Source: an optimization exercise on an open RTL-to-GDS flow (aim: small area). Production flows keep margins and buffers that such runs may drop. No run shown here included a check of the RTL's function; only the layout flow was run.

==> design/flow/config.mk <==
export PLATFORM = sky130hd
export DESIGN_NAME = pipelined_fir
export DESIGN_NICKNAME = pipelined_fir
export VERILOG_FILES = /design/flow/design.v
export SDC_FILE = /design/flow/constraint.sdc
export NUM_CORES = 4
export LEC_CHECK = 0
export CAP_MARGIN = 20
export CORE_MARGIN = 2
export CORE_UTILIZATION = 40
export CTS_BUF_LIST = sky130_fd_sc_hd__clkbuf_8
export SLEW_MARGIN = 20
export SYNTH_HIERARCHICAL = 1
==> design/flow/constraint.sdc <==
create_clock -name core_clock -period 8.0 [get_ports {clk}]
set_input_delay 1.6000 -clock core_clock [delete_from_list [all_inputs] [get_ports {clk}]]
set_output_delay 1.6000 -clock core_clock [all_outputs]
set_load 0.01 [all_outputs]
==> design/flow/flow/run.sh <==
#!/bin/bash
# Layout flow: the standard flow (standard.sh, unchanged synthesis), with
# the port buffers made from the smallest buffer cell and clock tree synthesis
# run without dummy balancing loads. The make output goes to standard.log.
set -e
bash standard.sh \
  'BUFFER_PORTS_ARGS=-buffer_cell sky130_fd_sc_hd__buf_1' \
  'CTS_ARGS=-sink_clustering_enable -repair_clock_nets -dont_use_dummy_load -buf_list sky130_fd_sc_hd__clkbuf_8' \
  finish > standard.log 2>&1
==> design/flow/standard.sh <==
#!/bin/bash
# synth_recipe.tcl (not shown) runs the flow's synth.tcl, then flattens the netlist and writes it again
# the make line also repeats each setting of config.mk as NAME=value (left out here)
make -C /OpenROAD-flow-scripts/flow DESIGN_CONFIG=/design/flow/config.mk WORK_HOME=/design/flow/orfs CLKGATE_MAP_FILE= SYNTH_SCRIPT=/design/flow/synth_recipe.tcl "${@:-finish}"
==> design/flow/design.v <==
module pipelined_fir(clk,reset,xn,yn);
input clk,reset;
input signed [15:0] xn;
output wire signed [15:0] yn;
reg [15:0] a;
reg [15:0] b;
reg [15:0] c;
reg [15:0] d;   
reg [15:0] yr;
wire [15:0] ysum;
wire [15:0] na = ~a;
wire [15:0] nb = ~b;
wire [15:0] nc = ~c;
wire [15:0] nd = ~d;
always @(posedge clk or posedge reset)
  if (reset) begin
    a <= 16'h0000; b <= 16'h0000; c <= 16'h0000; d <= 16'hffff; yr <= 16'h0000;
  end else begin
    a <= xn; b <= a; c <= b; d <= nc; yr <= ysum;
  end
assign yn = yr;
wire s1, c2;
fir_fa u_s1 (.a(a[1]), .b(b[0]), .c(c[1]), .s(s1), .co(c2));
wire s3, c4;
fir_fa u_s3 (.a(a[0]), .b(a[2]), .c(b[1]), .s(s3), .co(c4));
wire s5, c6;
fir_ha u_s5 (.a(c[0]), .b(c[2]), .s(s5), .co(c6));
wire s7, c8;
fir_fa u_s7 (.a(s5), .b(c2), .c(s3), .s(s7), .co(c8));
wire s9, c10;
fir_fa u_s9 (.a(a[1]), .b(a[3]), .c(b[2]), .s(s9), .co(c10));
wire s11, c12;
fir_fa u_s11 (.a(c[1]), .b(c[3]), .c(d[0]), .s(s11), .co(c12));
wire s13, c14;
fir_fa u_s13 (.a(c6), .b(c4), .c(s11), .s(s13), .co(c14));
wire s15, c16;
fir_fa u_s15 (.a(s9), .b(c8), .c(s13), .s(s15), .co(c16));
wire s17, c18;
fir_fa u_s17 (.a(a[2]), .b(a[4]), .c(b[0]), .s(s17), .co(c18));
wire s19, c20;
fir_fa u_s19 (.a(b[3]), .b(c[2]), .c(c[4]), .s(s19), .co(c20));
wire s21, c22;
fir_fa u_s21 (.a(d[1]), .b(c10), .c(c12), .s(s21), .co(c22));
wire s23, c24;
fir_ha u_s23 (.a(s17), .b(s19), .s(s23), .co(c24));
wire s25, c26;
fir_fa u_s25 (.a(s23), .b(c14), .c(s21), .s(s25), .co(c26));
wire s27, c28;
fir_fa u_s27 (.a(a[3]), .b(a[5]), .c(b[1]), .s(s27), .co(c28));
wire s29, c30;
fir_fa u_s29 (.a(b[4]), .b(c[0]), .c(c[3]), .s(s29), .co(c30));
wire s31, c32;
fir_fa u_s31 (.a(c[5]), .b(d[0]), .c(d[2]), .s(s31), .co(c32));
wire s33, c34;
fir_fa u_s33 (.a(c18), .b(c20), .c(s27), .s(s33), .co(c34));
wire s35, c36;
fir_ha u_s35 (.a(s29), .b(s31), .s(s35), .co(c36));
wire s37, c38;
fir_fa u_s37 (.a(c24), .b(s35), .c(c22), .s(s37), .co(c38));
wire s39, c40;
fir_fa u_s39 (.a(s33), .b(c26), .c(s37), .s(s39), .co(c40));
wire s41, c42;
fir_fa u_s41 (.a(a[0]), .b(a[4]), .c(a[6]), .s(s41), .co(c42));
wire s43, c44;
fir_fa u_s43 (.a(b[0]), .b(b[2]), .c(b[5]), .s(s43), .co(c44));
wire s45, c46;
fir_fa u_s45 (.a(c[1]), .b(c[4]), .c(c[6]), .s(s45), .co(c46));
wire s47, c48;
fir_fa u_s47 (.a(d[1]), .b(d[3]), .c(c28), .s(s47), .co(c48));
wire s49, c50;
fir_fa u_s49 (.a(c30), .b(c32), .c(s41), .s(s49), .co(c50));
wire s51, c52;
fir_fa u_s51 (.a(s43), .b(s45), .c(c36), .s(s51), .co(c52));
wire s53, c54;
fir_fa u_s53 (.a(c34), .b(s47), .c(s49), .s(s53), .co(c54));
wire s55, c56;
fir_fa u_s55 (.a(s51), .b(c38), .c(s53), .s(s55), .co(c56));
wire s57, c58;
fir_fa u_s57 (.a(a[1]), .b(a[5]), .c(a[7]), .s(s57), .co(c58));
wire s59, c60;
fir_fa u_s59 (.a(b[1]), .b(b[3]), .c(b[6]), .s(s59), .co(c60));
wire s61, c62;
fir_fa u_s61 (.a(c[2]), .b(c[5]), .c(c[7]), .s(s61), .co(c62));
wire s63, c64;
fir_ha u_s63 (.a(d[2]), .b(d[4]), .s(s63), .co(c64));
wire s65, c66;
fir_fa u_s65 (.a(s63), .b(c42), .c(c44), .s(s65), .co(c66));
wire s67, c68;
fir_fa u_s67 (.a(c46), .b(s57), .c(s59), .s(s67), .co(c68));
wire s69, c70;
fir_fa u_s69 (.a(s61), .b(c48), .c(c50), .s(s69), .co(c70));
wire s71, c72;
fir_fa u_s71 (.a(s65), .b(s67), .c(c52), .s(s71), .co(c72));
wire s73, c74;
fir_fa u_s73 (.a(c54), .b(s69), .c(s71), .s(s73), .co(c74));
wire s75, c76;
fir_fa u_s75 (.a(a[2]), .b(a[6]), .c(a[8]), .s(s75), .co(c76));
wire s77, c78;
fir_fa u_s77 (.a(b[0]), .b(b[2]), .c(b[4]), .s(s77), .co(c78));
wire s79, c80;
fir_fa u_s79 (.a(b[7]), .b(c[3]), .c(c[6]), .s(s79), .co(c80));
wire s81, c82;
fir_fa u_s81 (.a(c[8]), .b(d[0]), .c(d[3]), .s(s81), .co(c82));
wire s83, c84;
fir_ha u_s83 (.a(d[5]), .b(c64), .s(s83), .co(c84));
wire s85, c86;
fir_fa u_s85 (.a(c58), .b(c60), .c(c62), .s(s85), .co(c86));
wire s87, c88;
fir_fa u_s87 (.a(s75), .b(s77), .c(s79), .s(s87), .co(c88));
wire s89, c90;
fir_fa u_s89 (.a(s81), .b(s83), .c(c66), .s(s89), .co(c90));
wire s91, c92;
fir_fa u_s91 (.a(c68), .b(s85), .c(s87), .s(s91), .co(c92));
wire s93, c94;
fir_fa u_s93 (.a(c70), .b(s89), .c(s91), .s(s93), .co(c94));
wire s95, c96;
fir_fa u_s95 (.a(c72), .b(s93), .c(c74), .s(s95), .co(c96));
wire s97, c98;
fir_fa u_s97 (.a(a[0]), .b(a[3]), .c(a[7]), .s(s97), .co(c98));
wire s99, c100;
fir_fa u_s99 (.a(a[9]), .b(b[1]), .c(b[3]), .s(s99), .co(c100));
wire s101, c102;
fir_fa u_s101 (.a(b[5]), .b(b[8]), .c(c[4]), .s(s101), .co(c102));
wire s103, c104;
fir_fa u_s103 (.a(c[7]), .b(c[9]), .c(d[1]), .s(s103), .co(c104));
wire s105, c106;
fir_ha u_s105 (.a(d[4]), .b(d[6]), .s(s105), .co(c106));
wire s107, c108;
fir_fa u_s107 (.a(s105), .b(c76), .c(c78), .s(s107), .co(c108));
wire s109, c110;
fir_fa u_s109 (.a(c80), .b(c82), .c(c84), .s(s109), .co(c110));
wire s111, c112;
fir_fa u_s111 (.a(s101), .b(s103), .c(s97), .s(s111), .co(c112));
wire s113, c114;
fir_fa u_s113 (.a(s99), .b(c86), .c(c88), .s(s113), .co(c114));
wire s115, c116;
fir_fa u_s115 (.a(s107), .b(s109), .c(s111), .s(s115), .co(c116));
wire s117, c118;
fir_fa u_s117 (.a(c90), .b(c92), .c(s113), .s(s117), .co(c118));
wire s119, c120;
fir_fa u_s119 (.a(s115), .b(c94), .c(s117), .s(s119), .co(c120));
wire s121, c122;
fir_fa u_s121 (.a(a[0]), .b(a[10]), .c(a[1]), .s(s121), .co(c122));
wire s123, c124;
fir_fa u_s123 (.a(a[4]), .b(a[8]), .c(b[2]), .s(s123), .co(c124));
wire s125, c126;
fir_fa u_s125 (.a(b[4]), .b(b[6]), .c(b[9]), .s(s125), .co(c126));
wire s127, c128;
fir_fa u_s127 (.a(c[10]), .b(c[5]), .c(c[8]), .s(s127), .co(c128));
wire s129, c130;
fir_fa u_s129 (.a(d[2]), .b(d[5]), .c(d[7]), .s(s129), .co(c130));
wire s131, c132;
fir_ha u_s131 (.a(nc[0]), .b(c106), .s(s131), .co(c132));
wire s133, c134;
fir_fa u_s133 (.a(c100), .b(c102), .c(c104), .s(s133), .co(c134));
wire s135, c136;
fir_fa u_s135 (.a(c98), .b(s121), .c(s123), .s(s135), .co(c136));
wire s137, c138;
fir_fa u_s137 (.a(s125), .b(s127), .c(s129), .s(s137), .co(c138));
wire s139, c140;
fir_fa u_s139 (.a(s131), .b(c108), .c(c110), .s(s139), .co(c140));
wire s141, c142;
fir_fa u_s141 (.a(c112), .b(s133), .c(s135), .s(s141), .co(c142));
wire s143, c144;
fir_fa u_s143 (.a(s137), .b(c114), .c(c116), .s(s143), .co(c144));
wire s145, c146;
fir_fa u_s145 (.a(s139), .b(s141), .c(c118), .s(s145), .co(c146));
wire s147, c148;
fir_fa u_s147 (.a(s143), .b(c120), .c(s145), .s(s147), .co(c148));
wire s149, c150;
fir_fa u_s149 (.a(a[11]), .b(a[1]), .c(a[2]), .s(s149), .co(c150));
wire s151, c152;
fir_fa u_s151 (.a(a[5]), .b(a[9]), .c(b[10]), .s(s151), .co(c152));
wire s153, c154;
fir_fa u_s153 (.a(b[3]), .b(b[5]), .c(b[7]), .s(s153), .co(c154));
wire s155, c156;
fir_fa u_s155 (.a(c[11]), .b(c[6]), .c(c[9]), .s(s155), .co(c156));
wire s157, c158;
fir_fa u_s157 (.a(d[0]), .b(d[3]), .c(d[6]), .s(s157), .co(c158));
wire s159, c160;
fir_fa u_s159 (.a(d[8]), .b(nc[1]), .c(c122), .s(s159), .co(c160));
wire s161, c162;
fir_fa u_s161 (.a(c124), .b(c126), .c(c128), .s(s161), .co(c162));
wire s163, c164;
fir_fa u_s163 (.a(c130), .b(c132), .c(s149), .s(s163), .co(c164));
wire s165, c166;
fir_fa u_s165 (.a(s151), .b(s153), .c(s155), .s(s165), .co(c166));
wire s167, c168;
fir_fa u_s167 (.a(s157), .b(c134), .c(c136), .s(s167), .co(c168));
wire s169, c170;
fir_fa u_s169 (.a(c138), .b(s159), .c(s161), .s(s169), .co(c170));
wire s171, c172;
fir_fa u_s171 (.a(s163), .b(s165), .c(c140), .s(s171), .co(c172));
wire s173, c174;
fir_fa u_s173 (.a(c142), .b(s167), .c(s169), .s(s173), .co(c174));
wire s175, c176;
fir_fa u_s175 (.a(c144), .b(s171), .c(s173), .s(s175), .co(c176));
wire s177, c178;
fir_fa u_s177 (.a(c146), .b(s175), .c(c148), .s(s177), .co(c178));
wire s179, c180;
fir_fa u_s179 (.a(a[10]), .b(a[12]), .c(a[2]), .s(s179), .co(c180));
wire s181, c182;
fir_fa u_s181 (.a(a[3]), .b(a[6]), .c(b[0]), .s(s181), .co(c182));
wire s183, c184;
fir_fa u_s183 (.a(b[11]), .b(b[4]), .c(b[6]), .s(s183), .co(c184));
wire s185, c186;
fir_fa u_s185 (.a(b[8]), .b(c[10]), .c(c[12]), .s(s185), .co(c186));
wire s187, c188;
fir_fa u_s187 (.a(c[7]), .b(d[1]), .c(d[4]), .s(s187), .co(c188));
wire s189, c190;
fir_fa u_s189 (.a(d[7]), .b(d[9]), .c(nc[0]), .s(s189), .co(c190));
wire s191, c192;
fir_fa u_s191 (.a(nc[2]), .b(c150), .c(c152), .s(s191), .co(c192));
wire s193, c194;
fir_fa u_s193 (.a(c154), .b(c156), .c(c158), .s(s193), .co(c194));
wire s195, c196;
fir_fa u_s195 (.a(s179), .b(s181), .c(s183), .s(s195), .co(c196));
wire s197, c198;
fir_fa u_s197 (.a(s185), .b(s187), .c(s189), .s(s197), .co(c198));
wire s199, c200;
fir_fa u_s199 (.a(c160), .b(c162), .c(c164), .s(s199), .co(c200));
wire s201, c202;
fir_fa u_s201 (.a(c166), .b(s191), .c(s193), .s(s201), .co(c202));
wire s203, c204;
fir_ha u_s203 (.a(s195), .b(s197), .s(s203), .co(c204));
wire s205, c206;
fir_fa u_s205 (.a(s203), .b(c168), .c(c170), .s(s205), .co(c206));
wire s207, c208;
fir_fa u_s207 (.a(s199), .b(s201), .c(c172), .s(s207), .co(c208));
wire s209, c210;
fir_fa u_s209 (.a(c174), .b(s205), .c(s207), .s(s209), .co(c210));
wire s211, c212;
fir_fa u_s211 (.a(c176), .b(s209), .c(c178), .s(s211), .co(c212));
wire s213, c214;
fir_fa u_s213 (.a(a[0]), .b(a[11]), .c(a[13]), .s(s213), .co(c214));
wire s215, c216;
fir_fa u_s215 (.a(a[3]), .b(a[4]), .c(a[7]), .s(s215), .co(c216));
wire s217, c218;
fir_fa u_s217 (.a(b[12]), .b(b[1]), .c(b[5]), .s(s217), .co(c218));
wire s219, c220;
fir_fa u_s219 (.a(b[7]), .b(b[9]), .c(c[11]), .s(s219), .co(c220));
wire s221, c222;
fir_fa u_s221 (.a(c[13]), .b(c[8]), .c(d[10]), .s(s221), .co(c222));
wire s223, c224;
fir_fa u_s223 (.a(d[2]), .b(d[5]), .c(d[8]), .s(s223), .co(c224));
wire s225, c226;
fir_ha u_s225 (.a(nc[1]), .b(nc[3]), .s(s225), .co(c226));
wire s227, c228;
fir_fa u_s227 (.a(s225), .b(c180), .c(c182), .s(s227), .co(c228));
wire s229, c230;
fir_fa u_s229 (.a(c184), .b(c186), .c(c188), .s(s229), .co(c230));
wire s231, c232;
fir_fa u_s231 (.a(c190), .b(s213), .c(s215), .s(s231), .co(c232));
wire s233, c234;
fir_fa u_s233 (.a(s217), .b(s219), .c(s221), .s(s233), .co(c234));
wire s235, c236;
fir_fa u_s235 (.a(s223), .b(c192), .c(c194), .s(s235), .co(c236));
wire s237, c238;
fir_fa u_s237 (.a(c196), .b(s227), .c(s229), .s(s237), .co(c238));
wire s239, c240;
fir_fa u_s239 (.a(c198), .b(s231), .c(s233), .s(s239), .co(c240));
wire s241, c242;
fir_fa u_s241 (.a(c204), .b(c200), .c(c202), .s(s241), .co(c242));
wire s243, c244;
fir_fa u_s243 (.a(s235), .b(s237), .c(s239), .s(s243), .co(c244));
wire s245, c246;
fir_fa u_s245 (.a(c206), .b(s241), .c(s243), .s(s245), .co(c246));
wire s247, c248;
fir_fa u_s247 (.a(c208), .b(s245), .c(c210), .s(s247), .co(c248));
wire s249, c250;
fir_fa u_s249 (.a(a[0]), .b(a[12]), .c(a[14]), .s(s249), .co(c250));
wire s251, c252;
fir_fa u_s251 (.a(a[1]), .b(a[4]), .c(a[5]), .s(s251), .co(c252));
wire s253, c254;
fir_fa u_s253 (.a(a[8]), .b(b[0]), .c(b[10]), .s(s253), .co(c254));
wire s255, c256;
fir_fa u_s255 (.a(b[13]), .b(b[2]), .c(b[6]), .s(s255), .co(c256));
wire s257, c258;
fir_fa u_s257 (.a(b[8]), .b(c[12]), .c(c[14]), .s(s257), .co(c258));
wire s259, c260;
fir_fa u_s259 (.a(c[9]), .b(d[0]), .c(d[11]), .s(s259), .co(c260));
wire s261, c262;
fir_fa u_s261 (.a(d[3]), .b(d[6]), .c(d[9]), .s(s261), .co(c262));
wire s263, c264;
fir_fa u_s263 (.a(nc[0]), .b(nc[2]), .c(nc[4]), .s(s263), .co(c264));
wire s265, c266;
fir_fa u_s265 (.a(c226), .b(c214), .c(c216), .s(s265), .co(c266));
wire s267, c268;
fir_fa u_s267 (.a(c218), .b(c220), .c(c222), .s(s267), .co(c268));
wire s269, c270;
fir_fa u_s269 (.a(c224), .b(s249), .c(s251), .s(s269), .co(c270));
wire s271, c272;
fir_fa u_s271 (.a(s253), .b(s255), .c(s257), .s(s271), .co(c272));
wire s273, c274;
fir_fa u_s273 (.a(s259), .b(s261), .c(s263), .s(s273), .co(c274));
wire s275, c276;
fir_fa u_s275 (.a(c228), .b(c230), .c(c232), .s(s275), .co(c276));
wire s277, c278;
fir_fa u_s277 (.a(c234), .b(s265), .c(s267), .s(s277), .co(c278));
wire s279, c280;
fir_fa u_s279 (.a(s269), .b(s271), .c(s273), .s(s279), .co(c280));
wire s281, c282;
fir_fa u_s281 (.a(c236), .b(c238), .c(c240), .s(s281), .co(c282));
wire s283, c284;
fir_fa u_s283 (.a(s275), .b(s277), .c(s279), .s(s283), .co(c284));
wire s285, c286;
fir_fa u_s285 (.a(c242), .b(c244), .c(s281), .s(s285), .co(c286));
wire s287, c288;
fir_fa u_s287 (.a(s283), .b(c246), .c(s285), .s(s287), .co(c288));
wire s289, c290;
fir_fa u_s289 (.a(a[13]), .b(a[1]), .c(a[2]), .s(s289), .co(c290));
wire s291, c292;
fir_fa u_s291 (.a(a[5]), .b(a[6]), .c(a[9]), .s(s291), .co(c292));
wire s293, c294;
fir_fa u_s293 (.a(b[11]), .b(b[14]), .c(b[1]), .s(s293), .co(c294));
wire s295, c296;
fir_fa u_s295 (.a(b[3]), .b(b[7]), .c(b[9]), .s(s295), .co(c296));
wire s297, c298;
fir_fa u_s297 (.a(c[10]), .b(c[13]), .c(d[10]), .s(s297), .co(c298));
wire s299, c300;
fir_fa u_s299 (.a(d[12]), .b(d[1]), .c(d[4]), .s(s299), .co(c300));
wire s301, c302;
fir_fa u_s301 (.a(d[7]), .b(na[15]), .c(nc[15]), .s(s301), .co(c302));
wire s303, c304;
fir_fa u_s303 (.a(nc[1]), .b(nc[3]), .c(nc[5]), .s(s303), .co(c304));
wire s305, c306;
fir_fa u_s305 (.a(c250), .b(c252), .c(c254), .s(s305), .co(c306));
wire s307, c308;
fir_fa u_s307 (.a(c256), .b(c258), .c(c260), .s(s307), .co(c308));
wire s309, c310;
fir_fa u_s309 (.a(c262), .b(c264), .c(s289), .s(s309), .co(c310));
wire s311, c312;
fir_fa u_s311 (.a(s291), .b(s293), .c(s295), .s(s311), .co(c312));
wire s313, c314;
fir_fa u_s313 (.a(s297), .b(s299), .c(s301), .s(s313), .co(c314));
wire s315, c316;
fir_fa u_s315 (.a(s303), .b(c266), .c(c268), .s(s315), .co(c316));
wire s317, c318;
fir_fa u_s317 (.a(c270), .b(c272), .c(s305), .s(s317), .co(c318));
wire s319, c320;
fir_fa u_s319 (.a(s307), .b(c274), .c(s309), .s(s319), .co(c320));
wire s321, c322;
fir_ha u_s321 (.a(s311), .b(s313), .s(s321), .co(c322));
wire s323, c324;
fir_fa u_s323 (.a(s321), .b(c276), .c(c278), .s(s323), .co(c324));
wire s325, c326;
fir_fa u_s325 (.a(s315), .b(s317), .c(c280), .s(s325), .co(c326));
wire s327, c328;
fir_fa u_s327 (.a(s319), .b(c282), .c(s323), .s(s327), .co(c328));
wire s329, c330;
fir_fa u_s329 (.a(c284), .b(s325), .c(c286), .s(s329), .co(c330));
wire s331, c332;
fir_fa u_s331 (.a(s327), .b(c288), .c(s329), .s(s331), .co(c332));
wire s333, c334;
fir_fa u_s333 (.a(a[10]), .b(a[14]), .c(a[2]), .s(s333), .co(c334));
wire s335, c336;
fir_fa u_s335 (.a(a[3]), .b(a[6]), .c(a[7]), .s(s335), .co(c336));
wire s337, c338;
fir_fa u_s337 (.a(b[10]), .b(b[12]), .c(b[2]), .s(s337), .co(c338));
wire s339, c340;
fir_fa u_s339 (.a(b[4]), .b(b[8]), .c(c[11]), .s(s339), .co(c340));
wire s341, c342;
fir_fa u_s341 (.a(c[14]), .b(d[11]), .c(d[13]), .s(s341), .co(c342));
wire s343, c344;
fir_fa u_s343 (.a(d[2]), .b(d[5]), .c(d[8]), .s(s343), .co(c344));
wire s345, c346;
fir_fa u_s345 (.a(nb[15]), .b(nc[2]), .c(nc[4]), .s(s345), .co(c346));
wire s347, c348;
fir_fa u_s347 (.a(nc[6]), .b(c290), .c(c292), .s(s347), .co(c348));
wire s349, c350;
fir_fa u_s349 (.a(c294), .b(c296), .c(c298), .s(s349), .co(c350));
wire s351, c352;
fir_fa u_s351 (.a(c300), .b(c302), .c(c304), .s(s351), .co(c352));
wire s353, c354;
fir_fa u_s353 (.a(s333), .b(s335), .c(s337), .s(s353), .co(c354));
wire s355, c356;
fir_fa u_s355 (.a(s339), .b(s341), .c(s343), .s(s355), .co(c356));
wire s357, c358;
fir_fa u_s357 (.a(s345), .b(c306), .c(c308), .s(s357), .co(c358));
wire s359, c360;
fir_fa u_s359 (.a(c310), .b(c312), .c(s347), .s(s359), .co(c360));
wire s361, c362;
fir_fa u_s361 (.a(s349), .b(c314), .c(s351), .s(s361), .co(c362));
wire s363, c364;
fir_fa u_s363 (.a(s353), .b(s355), .c(c316), .s(s363), .co(c364));
wire s365, c366;
fir_fa u_s365 (.a(c322), .b(c318), .c(s357), .s(s365), .co(c366));
wire s367, c368;
fir_fa u_s367 (.a(c320), .b(s359), .c(s361), .s(s367), .co(c368));
wire s369, c370;
fir_fa u_s369 (.a(c324), .b(s363), .c(s365), .s(s369), .co(c370));
wire s371, c372;
fir_fa u_s371 (.a(c326), .b(s367), .c(c328), .s(s371), .co(c372));
wire s373, c374;
fir_fa u_s373 (.a(s369), .b(c330), .c(s371), .s(s373), .co(c374));
wire s375, c376;
fir_fa u_s375 (.a(a[11]), .b(a[3]), .c(a[4]), .s(s375), .co(c376));
wire s377, c378;
fir_fa u_s377 (.a(a[7]), .b(a[8]), .c(b[11]), .s(s377), .co(c378));
wire s379, c380;
fir_fa u_s379 (.a(b[13]), .b(b[3]), .c(b[5]), .s(s379), .co(c380));
wire s381, c382;
fir_fa u_s381 (.a(b[9]), .b(c[12]), .c(d[12]), .s(s381), .co(c382));
wire s383, c384;
fir_fa u_s383 (.a(d[14]), .b(d[3]), .c(d[6]), .s(s383), .co(c384));
wire s385, c386;
fir_fa u_s385 (.a(d[9]), .b(na[15]), .c(nc[15]), .s(s385), .co(c386));
wire s387, c388;
fir_fa u_s387 (.a(nc[3]), .b(nc[5]), .c(nc[7]), .s(s387), .co(c388));
wire s389, c390;
fir_fa u_s389 (.a(c334), .b(c336), .c(c338), .s(s389), .co(c390));
wire s391, c392;
fir_fa u_s391 (.a(c340), .b(c342), .c(c344), .s(s391), .co(c392));
wire s393, c394;
fir_fa u_s393 (.a(c346), .b(s375), .c(s377), .s(s393), .co(c394));
wire s395, c396;
fir_fa u_s395 (.a(s379), .b(s381), .c(s383), .s(s395), .co(c396));
wire s397, c398;
fir_ha u_s397 (.a(s385), .b(s387), .s(s397), .co(c398));
wire s399, c400;
fir_fa u_s399 (.a(s397), .b(c348), .c(c350), .s(s399), .co(c400));
wire s401, c402;
fir_fa u_s401 (.a(c352), .b(c354), .c(c356), .s(s401), .co(c402));
wire s403, c404;
fir_fa u_s403 (.a(s389), .b(s391), .c(s393), .s(s403), .co(c404));
wire s405, c406;
fir_fa u_s405 (.a(s395), .b(c358), .c(c360), .s(s405), .co(c406));
wire s407, c408;
fir_fa u_s407 (.a(s399), .b(c362), .c(s401), .s(s407), .co(c408));
wire s409, c410;
fir_fa u_s409 (.a(s403), .b(c364), .c(c366), .s(s409), .co(c410));
wire s411, c412;
fir_fa u_s411 (.a(s405), .b(c368), .c(s407), .s(s411), .co(c412));
wire s413, c414;
fir_fa u_s413 (.a(c370), .b(s409), .c(s411), .s(s413), .co(c414));
wire s415, c416;
fir_fa u_s415 (.a(c372), .b(s413), .c(c374), .s(s415), .co(c416));
wire s417, c418;
fir_fa u_s417 (.a(a[12]), .b(a[4]), .c(a[5]), .s(s417), .co(c418));
wire s419, c420;
fir_fa u_s419 (.a(a[8]), .b(a[9]), .c(b[10]), .s(s419), .co(c420));
wire s421, c422;
fir_fa u_s421 (.a(b[12]), .b(b[14]), .c(b[4]), .s(s421), .co(c422));
wire s423, c424;
fir_fa u_s423 (.a(b[6]), .b(c[13]), .c(d[10]), .s(s423), .co(c424));
wire s425, c426;
fir_fa u_s425 (.a(d[13]), .b(d[4]), .c(d[7]), .s(s425), .co(c426));
wire s427, c428;
fir_fa u_s427 (.a(nc[4]), .b(nc[6]), .c(nc[8]), .s(s427), .co(c428));
wire s429, c430;
fir_fa u_s429 (.a(nd[15]), .b(c376), .c(c378), .s(s429), .co(c430));
wire s431, c432;
fir_fa u_s431 (.a(c380), .b(c382), .c(c384), .s(s431), .co(c432));
wire s433, c434;
fir_fa u_s433 (.a(c386), .b(c388), .c(s417), .s(s433), .co(c434));
wire s435, c436;
fir_fa u_s435 (.a(s419), .b(s421), .c(s423), .s(s435), .co(c436));
wire s437, c438;
fir_ha u_s437 (.a(s425), .b(s427), .s(s437), .co(c438));
wire s439, c440;
fir_fa u_s439 (.a(c398), .b(s437), .c(c390), .s(s439), .co(c440));
wire s441, c442;
fir_fa u_s441 (.a(c392), .b(c394), .c(c396), .s(s441), .co(c442));
wire s443, c444;
fir_fa u_s443 (.a(s429), .b(s431), .c(s433), .s(s443), .co(c444));
wire s445, c446;
fir_fa u_s445 (.a(s435), .b(c400), .c(c402), .s(s445), .co(c446));
wire s447, c448;
fir_fa u_s447 (.a(s439), .b(c404), .c(s441), .s(s447), .co(c448));
wire s449, c450;
fir_fa u_s449 (.a(s443), .b(c406), .c(c408), .s(s449), .co(c450));
wire s451, c452;
fir_fa u_s451 (.a(s445), .b(s447), .c(c410), .s(s451), .co(c452));
wire s453, c454;
fir_fa u_s453 (.a(c412), .b(s449), .c(s451), .s(s453), .co(c454));
wire s455, c456;
fir_fa u_s455 (.a(c414), .b(s453), .c(c416), .s(s455), .co(c456));
wire s457, c458;
fir_fa u_s457 (.a(a[10]), .b(a[13]), .c(a[5]), .s(s457), .co(c458));
wire s459, c460;
fir_fa u_s459 (.a(a[6]), .b(a[9]), .c(b[11]), .s(s459), .co(c460));
wire s461, c462;
fir_fa u_s461 (.a(b[13]), .b(b[5]), .c(b[7]), .s(s461), .co(c462));
wire s463, c464;
fir_fa u_s463 (.a(c[14]), .b(d[11]), .c(d[14]), .s(s463), .co(c464));
wire s465, c466;
fir_fa u_s465 (.a(d[5]), .b(d[8]), .c(nb[15]), .s(s465), .co(c466));
wire s467, c468;
fir_fa u_s467 (.a(nc[5]), .b(nc[7]), .c(nc[9]), .s(s467), .co(c468));
wire s469, c470;
fir_fa u_s469 (.a(c418), .b(c420), .c(c422), .s(s469), .co(c470));
wire s471, c472;
fir_fa u_s471 (.a(c424), .b(c426), .c(c428), .s(s471), .co(c472));
wire s473, c474;
fir_fa u_s473 (.a(s457), .b(s459), .c(s461), .s(s473), .co(c474));
wire s475, c476;
fir_fa u_s475 (.a(s463), .b(s465), .c(s467), .s(s475), .co(c476));
wire s477, c478;
fir_fa u_s477 (.a(c438), .b(c430), .c(c432), .s(s477), .co(c478));
wire s479, c480;
fir_fa u_s479 (.a(c434), .b(c436), .c(s469), .s(s479), .co(c480));
wire s481, c482;
fir_fa u_s481 (.a(s471), .b(s473), .c(s475), .s(s481), .co(c482));
wire s483, c484;
fir_fa u_s483 (.a(c440), .b(c442), .c(s477), .s(s483), .co(c484));
wire s485, c486;
fir_ha u_s485 (.a(c444), .b(s479), .s(s485), .co(c486));
wire s487, c488;
fir_fa u_s487 (.a(s481), .b(s485), .c(c446), .s(s487), .co(c488));
wire s489, c490;
fir_fa u_s489 (.a(c448), .b(s483), .c(c450), .s(s489), .co(c490));
wire s491, c492;
fir_fa u_s491 (.a(s487), .b(c452), .c(s489), .s(s491), .co(c492));
wire s493, c494;
fir_fa u_s493 (.a(c454), .b(s491), .c(c456), .s(s493), .co(c494));
wire s495, c496;
fir_fa u_s495 (.a(a[10]), .b(a[11]), .c(a[14]), .s(s495), .co(c496));
wire s497, c498;
fir_fa u_s497 (.a(a[6]), .b(a[7]), .c(b[12]), .s(s497), .co(c498));
wire s499, c500;
fir_fa u_s499 (.a(b[14]), .b(b[6]), .c(b[8]), .s(s499), .co(c500));
wire s501, c502;
fir_fa u_s501 (.a(d[12]), .b(d[6]), .c(d[9]), .s(s501), .co(c502));
wire s503, c504;
fir_fa u_s503 (.a(nc[10]), .b(nc[15]), .c(nc[6]), .s(s503), .co(c504));
wire s505, c506;
fir_fa u_s505 (.a(nc[8]), .b(nd[15]), .c(c458), .s(s505), .co(c506));
wire s507, c508;
fir_fa u_s507 (.a(c460), .b(c462), .c(c464), .s(s507), .co(c508));
wire s509, c510;
fir_fa u_s509 (.a(c466), .b(c468), .c(s495), .s(s509), .co(c510));
wire s511, c512;
fir_fa u_s511 (.a(s497), .b(s499), .c(s501), .s(s511), .co(c512));
wire s513, c514;
fir_fa u_s513 (.a(s503), .b(c470), .c(c472), .s(s513), .co(c514));
wire s515, c516;
fir_fa u_s515 (.a(c474), .b(s505), .c(s507), .s(s515), .co(c516));
wire s517, c518;
fir_fa u_s517 (.a(c476), .b(s509), .c(s511), .s(s517), .co(c518));
wire s519, c520;
fir_fa u_s519 (.a(c478), .b(c480), .c(s513), .s(s519), .co(c520));
wire s521, c522;
fir_fa u_s521 (.a(s515), .b(c482), .c(s517), .s(s521), .co(c522));
wire s523, c524;
fir_fa u_s523 (.a(c486), .b(c484), .c(s519), .s(s523), .co(c524));
wire s525, c526;
fir_fa u_s525 (.a(s521), .b(c488), .c(s523), .s(s525), .co(c526));
wire s527, c528;
fir_fa u_s527 (.a(c490), .b(s525), .c(c492), .s(s527), .co(c528));
wire s529, c530;
fir_fa u_s529 (.a(a[11]), .b(a[12]), .c(a[7]), .s(s529), .co(c530));
wire s531, c532;
fir_fa u_s531 (.a(a[8]), .b(b[13]), .c(b[7]), .s(s531), .co(c532));
wire s533, c534;
fir_fa u_s533 (.a(b[9]), .b(d[10]), .c(d[13]), .s(s533), .co(c534));
wire s535, c536;
fir_fa u_s535 (.a(d[7]), .b(na[15]), .c(nb[15]), .s(s535), .co(c536));
wire s537, c538;
fir_fa u_s537 (.a(nc[11]), .b(nc[7]), .c(nc[9]), .s(s537), .co(c538));
wire s539, c540;
fir_fa u_s539 (.a(c496), .b(c498), .c(c500), .s(s539), .co(c540));
wire s541, c542;
fir_fa u_s541 (.a(c502), .b(c504), .c(s529), .s(s541), .co(c542));
wire s543, c544;
fir_fa u_s543 (.a(s531), .b(s533), .c(s535), .s(s543), .co(c544));
wire s545, c546;
fir_fa u_s545 (.a(s537), .b(c506), .c(c508), .s(s545), .co(c546));
wire s547, c548;
fir_fa u_s547 (.a(c510), .b(c512), .c(s539), .s(s547), .co(c548));
wire s549, c550;
fir_fa u_s549 (.a(s541), .b(s543), .c(c514), .s(s549), .co(c550));
wire s551, c552;
fir_fa u_s551 (.a(c516), .b(s545), .c(c518), .s(s551), .co(c552));
wire s553, c554;
fir_fa u_s553 (.a(s547), .b(c520), .c(s549), .s(s553), .co(c554));
wire s555, c556;
fir_fa u_s555 (.a(c522), .b(s551), .c(c524), .s(s555), .co(c556));
wire s557, c558;
fir_fa u_s557 (.a(s553), .b(c526), .c(s555), .s(s557), .co(c558));
wire s559, c560;
fir_fa u_s559 (.a(a[12]), .b(a[13]), .c(a[8]), .s(s559), .co(c560));
wire s561, c562;
fir_fa u_s561 (.a(a[9]), .b(b[10]), .c(b[14]), .s(s561), .co(c562));
wire s563, c564;
fir_fa u_s563 (.a(b[8]), .b(d[11]), .c(d[14]), .s(s563), .co(c564));
wire s565, c566;
fir_fa u_s565 (.a(d[8]), .b(nc[10]), .c(nc[12]), .s(s565), .co(c566));
wire s567, c568;
fir_fa u_s567 (.a(nc[8]), .b(c530), .c(c532), .s(s567), .co(c568));
wire s569, c570;
fir_fa u_s569 (.a(c534), .b(c536), .c(c538), .s(s569), .co(c570));
wire s571, c572;
fir_fa u_s571 (.a(s559), .b(s561), .c(s563), .s(s571), .co(c572));
wire s573, c574;
fir_fa u_s573 (.a(s565), .b(c540), .c(c542), .s(s573), .co(c574));
wire s575, c576;
fir_fa u_s575 (.a(s567), .b(c544), .c(s569), .s(s575), .co(c576));
wire s577, c578;
fir_fa u_s577 (.a(s571), .b(c546), .c(c548), .s(s577), .co(c578));
wire s579, c580;
fir_fa u_s579 (.a(s573), .b(s575), .c(c550), .s(s579), .co(c580));
wire s581, c582;
fir_fa u_s581 (.a(c552), .b(s577), .c(c554), .s(s581), .co(c582));
wire s583, c584;
fir_fa u_s583 (.a(s579), .b(c556), .c(s581), .s(s583), .co(c584));
wire s585, c586;
fir_fa u_s585 (.a(a[10]), .b(a[13]), .c(a[14]), .s(s585), .co(c586));
wire s587, c588;
fir_fa u_s587 (.a(a[9]), .b(b[11]), .c(b[9]), .s(s587), .co(c588));
wire s589, c590;
fir_fa u_s589 (.a(d[12]), .b(d[9]), .c(nb[15]), .s(s589), .co(c590));
wire s591, c592;
fir_fa u_s591 (.a(nc[11]), .b(nc[13]), .c(nc[9]), .s(s591), .co(c592));
wire s593, c594;
fir_fa u_s593 (.a(nd[15]), .b(c560), .c(c562), .s(s593), .co(c594));
wire s595, c596;
fir_fa u_s595 (.a(c564), .b(c566), .c(s585), .s(s595), .co(c596));
wire s597, c598;
fir_fa u_s597 (.a(s587), .b(s589), .c(s591), .s(s597), .co(c598));
wire s599, c600;
fir_fa u_s599 (.a(c568), .b(c570), .c(c572), .s(s599), .co(c600));
wire s601, c602;
fir_fa u_s601 (.a(s593), .b(s595), .c(s597), .s(s601), .co(c602));
wire s603, c604;
fir_fa u_s603 (.a(c574), .b(c576), .c(s599), .s(s603), .co(c604));
wire s605, c606;
fir_ha u_s605 (.a(s601), .b(c578), .s(s605), .co(c606));
wire s607, c608;
fir_fa u_s607 (.a(s603), .b(s605), .c(c580), .s(s607), .co(c608));
wire s609, c610;
fir_fa u_s609 (.a(c582), .b(s607), .c(c584), .s(s609), .co(c610));
wire s611, c612;
fir_fa u_s611 (.a(a[10]), .b(a[11]), .c(a[14]), .s(s611), .co(c612));
wire s613, c614;
fir_fa u_s613 (.a(b[10]), .b(b[12]), .c(d[10]), .s(s613), .co(c614));
wire s615, c616;
fir_fa u_s615 (.a(d[13]), .b(na[15]), .c(nc[10]), .s(s615), .co(c616));
wire s617, c618;
fir_ha u_s617 (.a(nc[12]), .b(nc[14]), .s(s617), .co(c618));
wire s619, c620;
fir_fa u_s619 (.a(s617), .b(c586), .c(c588), .s(s619), .co(c620));
wire s621, c622;
fir_fa u_s621 (.a(c590), .b(c592), .c(s611), .s(s621), .co(c622));
wire s623, c624;
fir_fa u_s623 (.a(s613), .b(s615), .c(c594), .s(s623), .co(c624));
wire s625, c626;
fir_fa u_s625 (.a(c596), .b(s619), .c(c598), .s(s625), .co(c626));
wire s627, c628;
fir_fa u_s627 (.a(s621), .b(c600), .c(s623), .s(s627), .co(c628));
wire s629, c630;
fir_fa u_s629 (.a(c602), .b(s625), .c(c604), .s(s629), .co(c630));
wire s631, c632;
fir_fa u_s631 (.a(s627), .b(c606), .c(s629), .s(s631), .co(c632));
wire s633, c634;
fir_fa u_s633 (.a(c608), .b(s631), .c(c610), .s(s633), .co(c634));
wire s635, c636;
fir_fa u_s635 (.a(a[11]), .b(a[12]), .c(b[11]), .s(s635), .co(c636));
wire s637, c638;
fir_fa u_s637 (.a(b[13]), .b(c[15]), .c(d[11]), .s(s637), .co(c638));
wire s639, c640;
fir_fa u_s639 (.a(d[14]), .b(na[15]), .c(nc[11]), .s(s639), .co(c640));
wire s641, c642;
fir_fa u_s641 (.a(nc[13]), .b(c618), .c(c612), .s(s641), .co(c642));
wire s643, c644;
fir_fa u_s643 (.a(c614), .b(c616), .c(s635), .s(s643), .co(c644));
wire s645, c646;
fir_fa u_s645 (.a(s637), .b(s639), .c(c620), .s(s645), .co(c646));
wire s647, c648;
fir_fa u_s647 (.a(c622), .b(s641), .c(s643), .s(s647), .co(c648));
wire s649, c650;
fir_fa u_s649 (.a(c624), .b(s645), .c(c626), .s(s649), .co(c650));
wire s651, c652;
fir_fa u_s651 (.a(s647), .b(c628), .c(s649), .s(s651), .co(c652));
wire s653, c654;
fir_fa u_s653 (.a(c630), .b(s651), .c(c632), .s(s653), .co(c654));
wire s655, c656;
fir_fa u_s655 (.a(a[12]), .b(a[13]), .c(b[12]), .s(s655), .co(c656));
wire s657, c658;
fir_fa u_s657 (.a(b[14]), .b(d[12]), .c(nc[12]), .s(s657), .co(c658));
wire s659, c660;
fir_ha u_s659 (.a(nc[14]), .b(nd[15]), .s(s659), .co(c660));
wire s661, c662;
fir_fa u_s661 (.a(s659), .b(c636), .c(c638), .s(s661), .co(c662));
wire s663, c664;
fir_fa u_s663 (.a(c640), .b(s655), .c(s657), .s(s663), .co(c664));
wire s665, c666;
fir_fa u_s665 (.a(c642), .b(c644), .c(s661), .s(s665), .co(c666));
wire s667, c668;
fir_fa u_s667 (.a(s663), .b(c646), .c(c648), .s(s667), .co(c668));
wire s669, c670;
fir_fa u_s669 (.a(s665), .b(c650), .c(s667), .s(s669), .co(c670));
wire s671, c672;
fir_fa u_s671 (.a(c652), .b(s669), .c(c654), .s(s671), .co(c672));
wire s673, c674;
fir_fa u_s673 (.a(a[13]), .b(a[14]), .c(b[13]), .s(s673), .co(c674));
wire s675, c676;
fir_fa u_s675 (.a(c[15]), .b(d[13]), .c(nb[15]), .s(s675), .co(c676));
wire s677, c678;
fir_fa u_s677 (.a(nc[13]), .b(c660), .c(c656), .s(s677), .co(c678));
wire s679, c680;
fir_fa u_s679 (.a(c658), .b(s673), .c(s675), .s(s679), .co(c680));
wire s681, c682;
fir_fa u_s681 (.a(c662), .b(s677), .c(c664), .s(s681), .co(c682));
wire s683, c684;
fir_fa u_s683 (.a(s679), .b(c666), .c(s681), .s(s683), .co(c684));
wire s685, c686;
fir_fa u_s685 (.a(c668), .b(s683), .c(c670), .s(s685), .co(c686));
wire s687, c688;
fir_fa u_s687 (.a(a[14]), .b(b[14]), .c(d[14]), .s(s687), .co(c688));
wire s689, c690;
fir_ha u_s689 (.a(na[15]), .b(nc[14]), .s(s689), .co(c690));
wire s691, c692;
fir_fa u_s691 (.a(s689), .b(c674), .c(c676), .s(s691), .co(c692));
wire s693, c694;
fir_fa u_s693 (.a(s687), .b(c678), .c(c680), .s(s693), .co(c694));
wire s695, c696;
fir_fa u_s695 (.a(s691), .b(c682), .c(s693), .s(s695), .co(c696));
wire s697, c698;
fir_fa u_s697 (.a(c684), .b(s695), .c(c686), .s(s697), .co(c698));
wire s699, c700;
fir_fa u_s699 (.a(c[15]), .b(na[15]), .c(nb[15]), .s(s699), .co(c700));
wire s701, c702;
fir_fa u_s701 (.a(nd[15]), .b(c690), .c(c688), .s(s701), .co(c702));
wire s703, c704;
fir_fa u_s703 (.a(s699), .b(c692), .c(s701), .s(s703), .co(c704));
wire s705, c706;
fir_fa u_s705 (.a(c694), .b(s703), .c(c696), .s(s705), .co(c706));
wire s707, c708;
fir_ha u_s707 (.a(c700), .b(c702), .s(s707), .co(c708));
wire s709, c710;
fir_fa u_s709 (.a(s707), .b(c704), .c(c706), .s(s709), .co(c710));
wire g711 = ~a[0] & ~c[0];
wire p712 = ~a[0] ^ ~c[0];
wire g713 = 1'b1 & ~s15;
wire p714 = 1'b1 ^ ~s15;
wire g715 = ~c16 & ~s25;
wire p716 = ~c16 ^ ~s25;
wire g717 = ~c40 & ~s55;
wire p718 = ~c40 ^ ~s55;
wire g719 = ~c56 & ~s73;
wire p720 = ~c56 ^ ~s73;
wire g721 = ~s119 & ~c96;
wire p722 = ~s119 ^ ~c96;
wire g723 = ~s247 & ~c212;
wire p724 = ~s247 ^ ~c212;
wire g725 = ~s287 & ~c248;
wire p726 = ~s287 ^ ~c248;
wire g727 = ~c332 & ~s373;
wire p728 = ~c332 ^ ~s373;
wire g729 = ~s527 & ~c494;
wire p730 = ~s527 ^ ~c494;
wire g731 = ~s557 & ~c528;
wire p732 = ~s557 ^ ~c528;
wire g733 = ~c558 & ~s583;
wire p734 = ~c558 ^ ~s583;
wire g735 = ~s653 & ~c634;
wire p736 = ~s653 ^ ~c634;
wire g737 = ~s685 & ~c672;
wire p738 = ~s685 ^ ~c672;
wire g739 = ~s705 & ~c698;
wire p740 = ~s705 ^ ~c698;
wire g741 = ~c708 & ~c710;
wire p742 = ~c708 ^ ~c710;
wire G743 = ~s1 & g711;
wire P744 = ~s1 & p712;
wire G745 = ~s7 & G743;
wire P746 = ~s7 & P744;
wire G747 = g713 | p714 & G745;
wire P748 = p714 & P746;
wire G749 = g715 | p716 & G747;
wire P750 = p716 & P748;
wire G751 = ~s39 & G749;
wire P752 = ~s39 & P750;
wire G753 = g717 | p718 & G751;
wire P754 = p718 & P752;
wire G755 = g719 | p720 & G753;
wire P756 = p720 & P754;
wire G757 = ~s95 & G755;
wire P758 = ~s95 & P756;
wire G759 = g721 | p722 & G757;
wire P760 = p722 & P758;
wire G761 = ~s147 & G759;
wire P762 = ~s147 & P760;
wire G763 = ~s177 & G761;
wire P764 = ~s177 & P762;
wire G765 = ~s211 & G763;
wire P766 = ~s211 & P764;
wire G767 = g723 | p724 & G765;
wire P768 = p724 & P766;
wire G769 = g725 | p726 & G767;
wire P770 = p726 & P768;
wire G771 = ~s331 & G769;
wire P772 = ~s331 & P770;
wire G773 = g727 | p728 & G771;
wire P774 = p728 & P772;
wire P775 = ~s455 & ~s415;
wire P776 = p730 & ~s493;
wire G777 = g733 | p734 & g731;
wire P778 = p734 & p732;
wire P779 = ~s633 & ~s609;
wire G780 = ~s671 & g735;
wire P781 = ~s671 & p736;
wire G782 = ~s697 & g737;
wire P783 = ~s697 & p738;
wire G784 = ~s709 & g739;
wire P785 = ~s709 & p740;
wire G786 = ~s415 & G773;
wire P787 = ~s415 & P774;
wire G788 = P775 & G773;
wire P789 = P775 & P774;
wire G790 = g731 | p732 & g729;
wire P791 = p732 & P776;
wire G792 = G777 | P778 & g729;
wire P793 = P778 & P776;
wire P794 = p736 & P779;
wire P795 = P781 & P779;
wire G796 = g739 | p740 & G782;
wire P797 = p740 & P783;
wire G798 = G784 | P785 & G782;
wire P799 = P785 & P783;
wire G800 = ~s493 & G788;
wire P801 = ~s493 & P789;
wire G802 = g729 | P776 & G788;
wire P803 = P776 & P789;
wire G804 = G790 | P791 & G788;
wire P805 = P791 & P789;
wire G806 = G792 | P793 & G788;
wire P807 = P793 & P789;
wire G808 = g737 | p738 & G780;
wire P809 = p738 & P795;
wire G810 = G782 | P783 & G780;
wire P811 = P783 & P795;
wire G812 = G796 | P797 & G780;
wire P813 = P797 & P795;
wire G814 = G798 | P799 & G780;
wire P815 = P799 & P795;
wire G816 = ~s609 & G806;
wire P817 = ~s609 & P807;
wire G818 = P779 & G806;
wire P819 = P779 & P807;
wire G820 = g735 | P794 & G806;
wire P821 = P794 & P807;
wire G822 = G780 | P795 & G806;
wire P823 = P795 & P807;
wire G824 = G808 | P809 & G806;
wire P825 = P809 & P807;
wire G826 = G810 | P811 & G806;
wire P827 = P811 & P807;
wire G828 = G812 | P813 & G806;
wire P829 = P813 & P807;
wire G830 = G814 | P815 & G806;
wire P831 = P815 & P807;
wire G832 = g741 | p742 & G830;
wire P833 = p742 & P831;
wire y834 = p728 ^ G771;
wire y835 = ~s415 ^ G773;
wire y836 = ~s455 ^ G786;
wire y837 = ~s493 ^ G788;
wire y838 = p730 ^ G800;
wire y839 = p732 ^ G802;
wire y840 = p734 ^ G804;
wire y841 = ~s609 ^ G806;
wire y842 = ~s633 ^ G816;
wire y843 = p736 ^ G818;
wire y844 = ~s671 ^ G820;
wire y845 = p738 ^ G822;
wire y846 = ~s697 ^ G824;
wire y847 = p740 ^ G826;
wire y848 = ~s709 ^ G828;
wire y849 = p742 ^ G830;
assign ysum = {y849, y848, y847, y846, y845, y844, y843, y842, y841, y840, y839, y838, y837, y836, y835, y834};
endmodule
module fir_fa(a, b, c, s, co);
input a, b, c;
output s, co;
assign s = a ^ b ^ c;
assign co = (a & b) | (a & c) | (b & c);
endmodule
module fir_ha(a, b, s, co);
input a, b;
output s, co;
assign s = a ^ b;
assign co = a & b;
endmodule
==> results of run 1 <==
## per-module statistics from Yosys, one instance, submodules excluded
module / times used / flops+latches
pipelined_fir: 1 / 80
fir_fa: 337 / 0
fir_ha: 18 / 0
## synth_stat cells (all sizes together) (2+ instances only)
library cell | number | area (um^2)
ha | 33 | 413
fa | 338 | 6770
inv | 50 | 188
dfrtp | 64 | 1600
o21a | 2 | 15.0
xnor2 | 8 | 70.1
dfstp | 16 | 420
xor2 | 5 | 43.8
a31oi | 3 | 18.8
nor2 | 4 | 15.0
a21oi | 4 | 27.5
nor3b | 2 | 26.3
## per-stage QoR
stage / cell area (um^2)
after CTS: 10400
after floorplan: 9740
final: 10400
after detailed placement: 10300
after global placement: 10300
after global routing: 10400
## final cells by class
cell class	count	area share (%)
clock buffers	9	1.19
multi-input cells	415	72.4
inverters	50	1.81
well taps	324	3.89
repair buffers	35	1.33
flip-flops and latches	80	19.4
## path summary, 6_finish.rpt
check / from / to / slack, ps / cells after the start
max: a[10]$_DFF_PP0_ / yr[13]$_DFF_PP0_ / 1300 / 18
min: b[15]$_DFF_PP0_ / c[15]$_DFF_PP0_ / 380 / 0
max reg2reg: a[10]$_DFF_PP0_ / yr[13]$_DFF_PP0_ / 1300 / 18
min reg2reg: b[15]$_DFF_PP0_ / c[15]$_DFF_PP0_ / 380 / 0
max in group asynchronous: reset / c[6]$_DFF_PP0_ / 5740 / 3
min in group asynchronous: reset / yr[14]$_DFF_PP0_ / 1180 / 2
## critical path: stages (launching register included)
cell     delay, ps
dfrtp_1        760
fa_1           560
fa_1           500
fa_1           520
fa_1           430
fa_1           440
fa_1           410
fa_1           420
fa_1           390
fa_1           390
fa_1           360
inv_1           60
ha_1           260
and4b_1        200
a22oi_2        290
o22ai_2        140
a21oi_1        240
nor2_1          80
xor2_1         140
## routing by layer
metal | routed length (um) | share of wire, % | track usage, %
met2 | 11800 | 50 | 32.9
met1 | 9170 | 39 | 26.4
met3 | 1610 | 6.9 | 5.01
met5 | 48 | 0.21 | 1.52
met4 | 717 | 3.1 | 6.43
## cell families after synthesis
kind of cell    Yosys count  synth area share [%]
simple gates             16                  1.17
flops                    80                  20.7
xor+xnor                 13                  1.17
fa+ha+maj               371                  73.7
buf+inv                  50                  1.93
compound gates           15                  1.31
## registers in the layout, summed over array words and instances, names as in the netlist
register,count
d,16
a,16
b,16
yr,16
c,16
==> results.yml, run 1 <==
synthesis:
  async_reset_ff_share_pct: 100
  synth_fp_nets: 934
  syn-mean-instance-area_um2: 17.9
  ys_types: 30
  syn-cell-area_um2: 9740
  synthFlopType: "dfrtp_1"
  yosys_warnings: 7
  ys_seq_area_share_pct: 20.7
  synth_cells: 545
  synth_edf_count: 0
  synth_seq_cells: 80
routing:
  wl_per_cell_um: 25.6
  via_count: 4670
  drt_iter0_drc: 298
  drc: 0
  wirelength_um: 23300
  drtPass1Iterations: 4
  vias_per_cell: 5.12
  antenna_violating_nets_post_route: 0
critical_path:
  crit_type: "reg -> reg"
  crit_fanout: 8
  worstPathRequired_ps: 8260
  endpoint_kind: "flop"
  cp-start-kind: "flop"
  arrival_ps: 6960
cells_and_area:
  fill_cells: 2202
  fin_cells: 913
  register_area_um2: 2020
  drive_above_1_share_pct: 6.28
  utilization_pct: 43.2
  multi_input_area_um2: 7530
  fin_nets: 980
  layout_commonest_cell: "fa_1"
  layout_common_cells: "fa_1, dfrtp_1, inv_1"
  syn_to_final_growth_pct: 6.87
  diodes: 0
placement:
  pre_cts_ws_ps: 1230
  gp_congestion: 0.967
  dp.cells: 904
  portBuffers: 33
  dp_hpwl_um: 20400
floorplan:
  row_count: 57
  die_w_um: 160
  dieArea_um2: 25600
  io_pins: 34
  die_y_um: 160
  start_util_pct: 40.4
  coreArea_um2: 24100
clock_tree:
  clkTransAtPathRegs_ps: 90
  insertion_delay_ps: 380
  cts_root_buf: "clkbuf_8"
  hold_buffers: 0
  cts_buffer_depth: 2
  clock_sinks: 80
  cts_tree: "done"
  post_cts_buffers: 0
  htreeDepth: 3
  cts_resized: 0
  numCtsBuffers: 9
sta:
  finalWorstSetupSlack_ps: 1300
  rsz0062_at_grt: "false"
  max_freq_ghz: 0.149
  finClkSkew_ps: 19.2
  period_share_pct: 83.8
  fin_setup_tns_ps: 0
  drv_slew: 0
  period_needed_ps: 6700
  worst_pin_slew_ps: 746
  finalSetupViolations: 0
  maxSlewHeadroom_pct: 50.3
  whs_ps: 384
  finalHoldViolCount: 0
flow_run:
  drv_cap: 0
global_routing:
  grt_max_degree: 60
  overflow: 0
  antenna_found_initial: 0
  grt_pass1_vias: 5937
  track_usage_pct: 20.0
  grt_pass1_wl_um: 36400
worst_hold_path:
  hold_class: "reg -> reg"
run_status:
  run_status: "timing/DRC/antenna clean"
==> inputs of run 2 (changes only) <==
--- a/design/flow/config.mk
+++ b/design/flow/config.mk
@@ -8,6 +8,6 @@
 export CAP_MARGIN = 20
 export CORE_MARGIN = 2
-export CORE_UTILIZATION = 40
-export CTS_BUF_LIST = sky130_fd_sc_hd__clkbuf_8
+export CORE_UTILIZATION = 70
+export PLACE_DENSITY = 0.8
 export SLEW_MARGIN = 20
 export SYNTH_HIERARCHICAL = 1
==> run 2 against run 1 <==
Die area decreased by 42%. Highest routed layer is now met4. Critical endpoint unchanged. Clock skew increased by 4.3 ps. Final cell count decreased by 16%.
==> results.yml, run 2 <==
cells_and_area:
  drive_above_1_share_pct: 6.12
  multi_input_area_um2: 7530
  register_area_um2: 2020
  layout_commonest_cell: "fa_1"
  syn_to_final_growth_pct: 4.98
  layout_common_cells: "fa_1, dfrtp_1, inv_1"
  fill_cells: 825
  fin_nets: 979
  diodes: 0
synthesis:
  synth_top_area_share_pct: 69.4
  ys_types: 30
  yosys.area.top_type: "fa_1"
  synth_fp_nets: 934
  synthTopCellsByCount: "fa_1, dfrtp_1, inv_1, ha_1, dfstp_2"
  synth.top_cells.by_area: "fa_1, dfrtp_1, dfstp_2, ha_1, inv_1"
  syn-cell-area_um2: 9740
  synth_edf_count: 0
  synth_cells: 545
  synthFlopType: "dfrtp_1"
  yosys_warnings: 7
  async_reset_ff_share_pct: 100
  ys_seq_area_share_pct: 20.7
  yosysMostFrequentCell: "fa_1"
  synth_seq_cells: 80
  syn-mean-instance-area_um2: 17.9
routing:
  vias_per_cell: 6.26
  antenna_violating_nets_post_route: 0
  drc: 0
  drtPass1Iterations: 5
  wl_per_cell_um: 29.8
  drt_iter0_drc: 475
  wirelength_um: 22900
  via_count: 4804
clock_tree:
  insertion_delay_ps: 370
  cts_resized: 0
  post_cts_buffers: 0
  cts_buffer_depth: 2
  clkTransAtPathRegs_ps: 90
  numCtsBuffers: 9
  clock_sinks: 80
  cts_root_buf: "clkbuf_8"
  htreeDepth: 3
  cts_tree: "done"
  hold_buffers: 0
critical_path:
  arrival_ps: 7110
  ff2ff_path_depth: 21
  endpoint_kind: "flop"
  rr_startpoint: "a[6]$_DFF_PP0_"
  setup.worst_path.start: "a[6]$_DFF_PP0_"
  path_delay_family: "adder cells"
  r2r_slack_ps: 1130
  rr_endpoint: "yr[13]$_DFF_PP0_"
  cp-endpoint: "yr[13]$_DFF_PP0_"
  crit_slowest_cell: "dfrtp_1"
  crit_cells: 21
  cp-start-kind: "flop"
  cp_common_cell: "fa_1"
  crit_type: "reg -> reg"
  worstPathRequired_ps: 8240
  crit_fanout: 8
  slowest_delay_ps: 740
  cp_cell_sequence: "fa_1, fa_1, fa_1, fa_1, fa_1, fa_1, fa_1, fa_1, inv_1, ha_1, nor4b_1, o21a_1, nor2_1, a211oi_2, fa_1, nor3b_4, a22oi_2, o22ai_2, a21oi_1, nor2_1, xor2_1"
  path_buf_inv: 1
global_routing:
  antenna_found_initial: 0
  grt_max_degree: 81
  grt_pass1_wl_um: 35700
  overflow: 0
  track_usage_pct: 35.6
  grt_pass1_vias: 6050
floorplan:
  die_w_um: 122
  io_pins: 34
  start_util_pct: 71.0
  coreArea_um2: 13700
  row_count: 43
  die_y_um: 122
  dieArea_um2: 14900
sta:
  finClkSkew_ps: 23.5
  period_needed_ps: 6870
  finalHoldViolCount: 0
  finalSetupViolations: 0
  drv_slew: 0
  period_share_pct: 85.8
  whs_ps: 377
  fin_setup_tns_ps: 0
  max_freq_ghz: 0.146
  finalWorstSetupSlack_ps: 1130
  maxSlewHeadroom_pct: 50.6
  worst_pin_slew_ps: 740
  rsz0062_at_grt: "false"
placement:
  portBuffers: 33
  pre_cts_ws_ps: 1130
  dp_hpwl_um: 19800
  gp_congestion: 0.995
flow_run:
  drv_cap: 0
worst_hold_path:
  hold_class: "reg -> reg"
  min_path_cells: 0
run_status:
  run_status: "timing/DRC/antenna clean"
[run 2: layout make-up]
type                            count  area share (%)
Multi-Input combinational cell    415            73.7
Sequential cell                    80            19.8
Tap cell                          180            2.20
Inverter                           50            1.85
Timing Repair Buffer               34            1.32
Clock buffer                        9            1.21
[run 2: per-layer routing]
layer / share of wire [%] / GRT usage (%) / vias to the layer above
li1: - / - / 1751
met1: 38 / 51.1 / 2747
met2: 50 / 54.7 / 265
met3: 11 / 12.3 / 41
met4: 2.1 / 8.48 / 0
met5: 0 / 0 / -
[run 2: modules after synthesis, one instance, submodules excluded]
| module | cell area [um^2] | times used |
|---|---|---|
| pipelined_fir | 2770 | 1 |
| fir_fa | 20.0 | 337 |
| fir_ha | 12.5 | 18 |
[run 2: worst register-to-register path: stages (launching register included)]
cell and delay [ps]:
dfrtp_1 740, fa_1 550, fa_1 570, fa_1 440, fa_1 430, fa_1 490, fa_1 440, fa_1 390
fa_1 380, inv_1 70, ha_1 220, nor4b_1 140, o21a_1 170, nor2_1 110, a211oi_2 60, fa_1 430
nor3b_4 190, a22oi_2 320, o22ai_2 150, a21oi_1 240, nor2_1 80, xor2_1 140
[run 2: worst min path at each step]
| stage | start | end | slack (ps) |
|---|---|---|---|
| finish | b[15]$_DFF_PP0_ | c[15]$_DFF_PP0_ | 380 |
| CTS | b[15]$_DFF_PP0_ | c[15]$_DFF_PP0_ | 380 |
| floorplan | a[15]$_DFF_PP0_ | b[15]$_DFF_PP0_ | 350 |
| detailed placement | b[15]$_DFF_PP0_ | c[15]$_DFF_PP0_ | 360 |
| global placement | b[15]$_DFF_PP0_ | c[15]$_DFF_PP0_ | 360 |
| global route | b[15]$_DFF_PP0_ | c[15]$_DFF_PP0_ | 400 |
[run 2: cells by family (layout without fill, tap and decap cells)]
family | count (synthesis) | in the layout | share of synthesized area (%)
AOI/OAI and AO/OA | 15 | 15 | 1.31
xor gates and xnor gates | 13 | 13 | 1.17
adders and majority gates | 371 | 371 | 73.7
buffers and inverters | 50 | 93 | 1.93
DFF | 80 | 80 | 20.7
and+or+nand+nor | 16 | 16 | 1.17
[run 2: stage by stage]
stage                     std cells  util [%]  area (um^2)
after detailed placement        759      73.6        10100
after CTS                       768      74.5        10200
after floorplan                 545         -         9740
final                           768      74.6        10200
after global placement          759      73.6        10100
after global routing            768      74.6        10200
==> inputs of run 3 (changes only) <==
--- a/design/flow/flow/run.sh
+++ b/design/flow/flow/run.sh
@@ -6,4 +6,4 @@
 bash standard.sh \
   'BUFFER_PORTS_ARGS=-buffer_cell sky130_fd_sc_hd__buf_1' \
-  'CTS_ARGS=-sink_clustering_enable -repair_clock_nets -dont_use_dummy_load -buf_list sky130_fd_sc_hd__clkbuf_8' \
+  'CTS_ARGS=-repair_clock_nets -dont_use_dummy_load -buf_list sky130_fd_sc_hd__clkbuf_8' \
   finish > standard.log 2>&1
==> run 3 against run 2 <==
Core utilization unchanged. Clock-buffer cell count unchanged. Register-to-register slack about the same. Maximum frequency unchanged. Non-clock buffer count unchanged. Global-route usage stayed put. Via count unchanged. Cell area is the same. First-iteration DRC count is the same. Synthesized cell count unchanged. Largest cell class unchanged.
==> results.yml, run 3 <==
routing:
  vias_per_cell: 6.26
  via_count: 4804
  drc: 0
  drtPass1Iterations: 5
  wirelength_um: 22900
  wl_per_cell_um: 29.8
  antenna_violating_nets_post_route: 0
  drt_iter0_drc: 475
clock_tree:
  clock_sinks: 80
  post_cts_buffers: 0
  cts_resized: 0
  cts_tree: "done"
  hold_buffers: 0
  cts_root_buf: "clkbuf_8"
  clkTransAtPathRegs_ps: 90
  insertion_delay_ps: 370
  htreeDepth: 3
  cts_buffer_depth: 2
  numCtsBuffers: 9
floorplan:
  die_w_um: 122
  die_y_um: 122
  start_util_pct: 71.0
  io_pins: 34
  row_count: 43
  dieArea_um2: 14900
  coreArea_um2: 13700
cells_and_area:
  drive_above_1_share_pct: 6.12
  layout_commonest_cell: "fa_1"
  fin_cells: 768
  syn_to_final_growth_pct: 4.98
  multi_input_area_um2: 7530
  register_area_um2: 2020
  diodes: 0
  fill_cells: 825
  fin_nets: 979
  layout_common_cells: "fa_1, dfrtp_1, inv_1"
global_routing:
  grt_pass1_vias: 6050
  track_usage_pct: 35.6
  overflow: 0
  grt_pass1_wl_um: 35700
  antenna_found_initial: 0
  grt_max_degree: 81
synthesis:
  ys_seq_area_share_pct: 20.7
  synth_cells: 545
  synth_top_area_share_pct: 69.4
  synthFlopType: "dfrtp_1"
  ys_types: 30
  syn-mean-instance-area_um2: 17.9
  async_reset_ff_share_pct: 100
  synth_edf_count: 0
  yosys.area.top_type: "fa_1"
  yosys_warnings: 7
  synth.top_cells.by_area: "fa_1, dfrtp_1, dfstp_2, ha_1, inv_1"
  synth_seq_cells: 80
  synth_fp_nets: 934
  yosysMostFrequentCell: "fa_1"
  syn-cell-area_um2: 9740
  synthTopCellsByCount: "fa_1, dfrtp_1, inv_1, ha_1, dfstp_2"
placement:
  gp_congestion: 0.995
  portBuffers: 33
  dp_hpwl_um: 19800
  dp.cells: 759
sta:
  finalSetupViolations: 0
  period_share_pct: 85.8
  finClkSkew_ps: 23.5
  max_freq_ghz: 0.146
  maxSlewHeadroom_pct: 50.6
  rsz0062_at_grt: "false"
  fin_setup_tns_ps: 0
  drv_slew: 0
  finalHoldViolCount: 0
  period_needed_ps: 6870
  worst_pin_slew_ps: 740
critical_path:
  worstPathRequired_ps: 8240
  cp-start-kind: "flop"
  crit_type: "reg -> reg"
  crit_fanout: 8
  endpoint_kind: "flop"
  arrival_ps: 7110
worst_hold_path:
  hold_class: "reg -> reg"
flow_run:
  drv_cap: 0
run_status:
  run_status: "timing/DRC/antenna clean"
## run 3: cell type report
cell class / count / area share (%)
Tap cell: 180 / 2.20
Timing Repair Buffer: 34 / 1.32
Inverter: 50 / 1.85
Clock buffer: 9 / 1.21
Sequential cell: 80 / 19.8
Multi-Input combinational cell: 415 / 73.7
## run 3: through the flow
stage | setup WS (ps) | area [um^2] | util (%) | hold slack [ps]
global placement | 1330 | 10100 | 73.6 | 363
detailed placement | 1130 | 10100 | 73.6 | 359
global route | 902 | 10200 | 74.6 | 398
finish | 1130 | 10200 | 74.6 | 377
floorplan | 1850 | 9740 | - | 354
CTS | 1100 | 10200 | 74.5 | 380
## run 3: final timing paths
kind | slack, ps | end | cells after the start | startpoint
max | 1130 | yr[13]$_DFF_PP0_ | 21 | a[6]$_DFF_PP0_
min | 380 | c[15]$_DFF_PP0_ | 0 | b[15]$_DFF_PP0_
max reg2reg | 1130 | yr[13]$_DFF_PP0_ | 21 | a[6]$_DFF_PP0_
min reg2reg | 380 | c[15]$_DFF_PP0_ | 0 | b[15]$_DFF_PP0_
max in group asynchronous | 6090 | b[14]$_DFF_PP0_ | 3 | reset
min in group asynchronous | 1400 | yr[0]$_DFF_PP0_ | 3 | reset
## run 3: kinds of logic after synthesis
group / synth area share [%]
adders and majority gates: 73.7
DFF: 20.7
buffers and inverters: 1.93
and+or+nand+nor: 1.17
AOI/OAI and AO/OA: 1.31
xor gates and xnor gates: 1.17
## run 3: Yosys stat by module (local to each module, per instance)
module | flops+latches | times used | cells inside
pipelined_fir | 80 | 1 | 190
fir_fa | 0 | 337 | 1
fir_ha | 0 | 18 | 1
## run 3: critical path, cell delays in order (launching register included)
cell and delay, ps:
dfrtp_1 740, fa_1 550, fa_1 570, fa_1 440
fa_1 430, fa_1 490, fa_1 440, fa_1 390
fa_1 380, inv_1 70, ha_1 220, nor4b_1 140
o21a_1 170, nor2_1 110, a211oi_2 60, fa_1 430
nor3b_4 190, a22oi_2 320, o22ai_2 150, a21oi_1 240
nor2_1 80, xor2_1 140
## run 3: routing by layer
metal	share of wire (%)	global-route usage, %
met4	2.1	8.48
met1	38	51.1
met5	0	0
met2	50	54.7
met3	11	12.3

static timing again, ports no longer ideal:
Ports are ideal in the flow. The routed layouts listed here were re-timed in OpenROAD.
Step 1 sets driving cells, clkbuf_16 on the clock port and buf_2 on the other inputs (assumed; they add their load-dependent delay and slew).
Step 2 adds t to the input delays and takes it off the output delays; t is the mean of the earliest and latest rising clock arrival at the registers after step 1. Input paths then give back, and output paths get back, about the clock's delay inside the block.
Three values: no drivers, after step 1, after step 2; two values: the first two.
| run | shift t [ns] | setup slack, ns | worst setup path after step 2 | clock arrival spread, ns | slew at the worst register clock pin (ns) |
|---|---|---|---|---|---|
| run 1 | 0.414 | 1.299 / 1.299 / 1.299 | register to register | 0.019 / 0.019 | 0.09 / 0.09 |
| run 2 | 0.400 | 1.134 / 1.134 / 1.134 | register to register | 0.025 / 0.025 | 0.09 / 0.09 |
| run 3 | 0.400 | 1.134 / 1.134 / 1.134 | register to register | 0.025 / 0.025 | 0.09 / 0.09 |
After both steps every run listed still meets setup and hold.
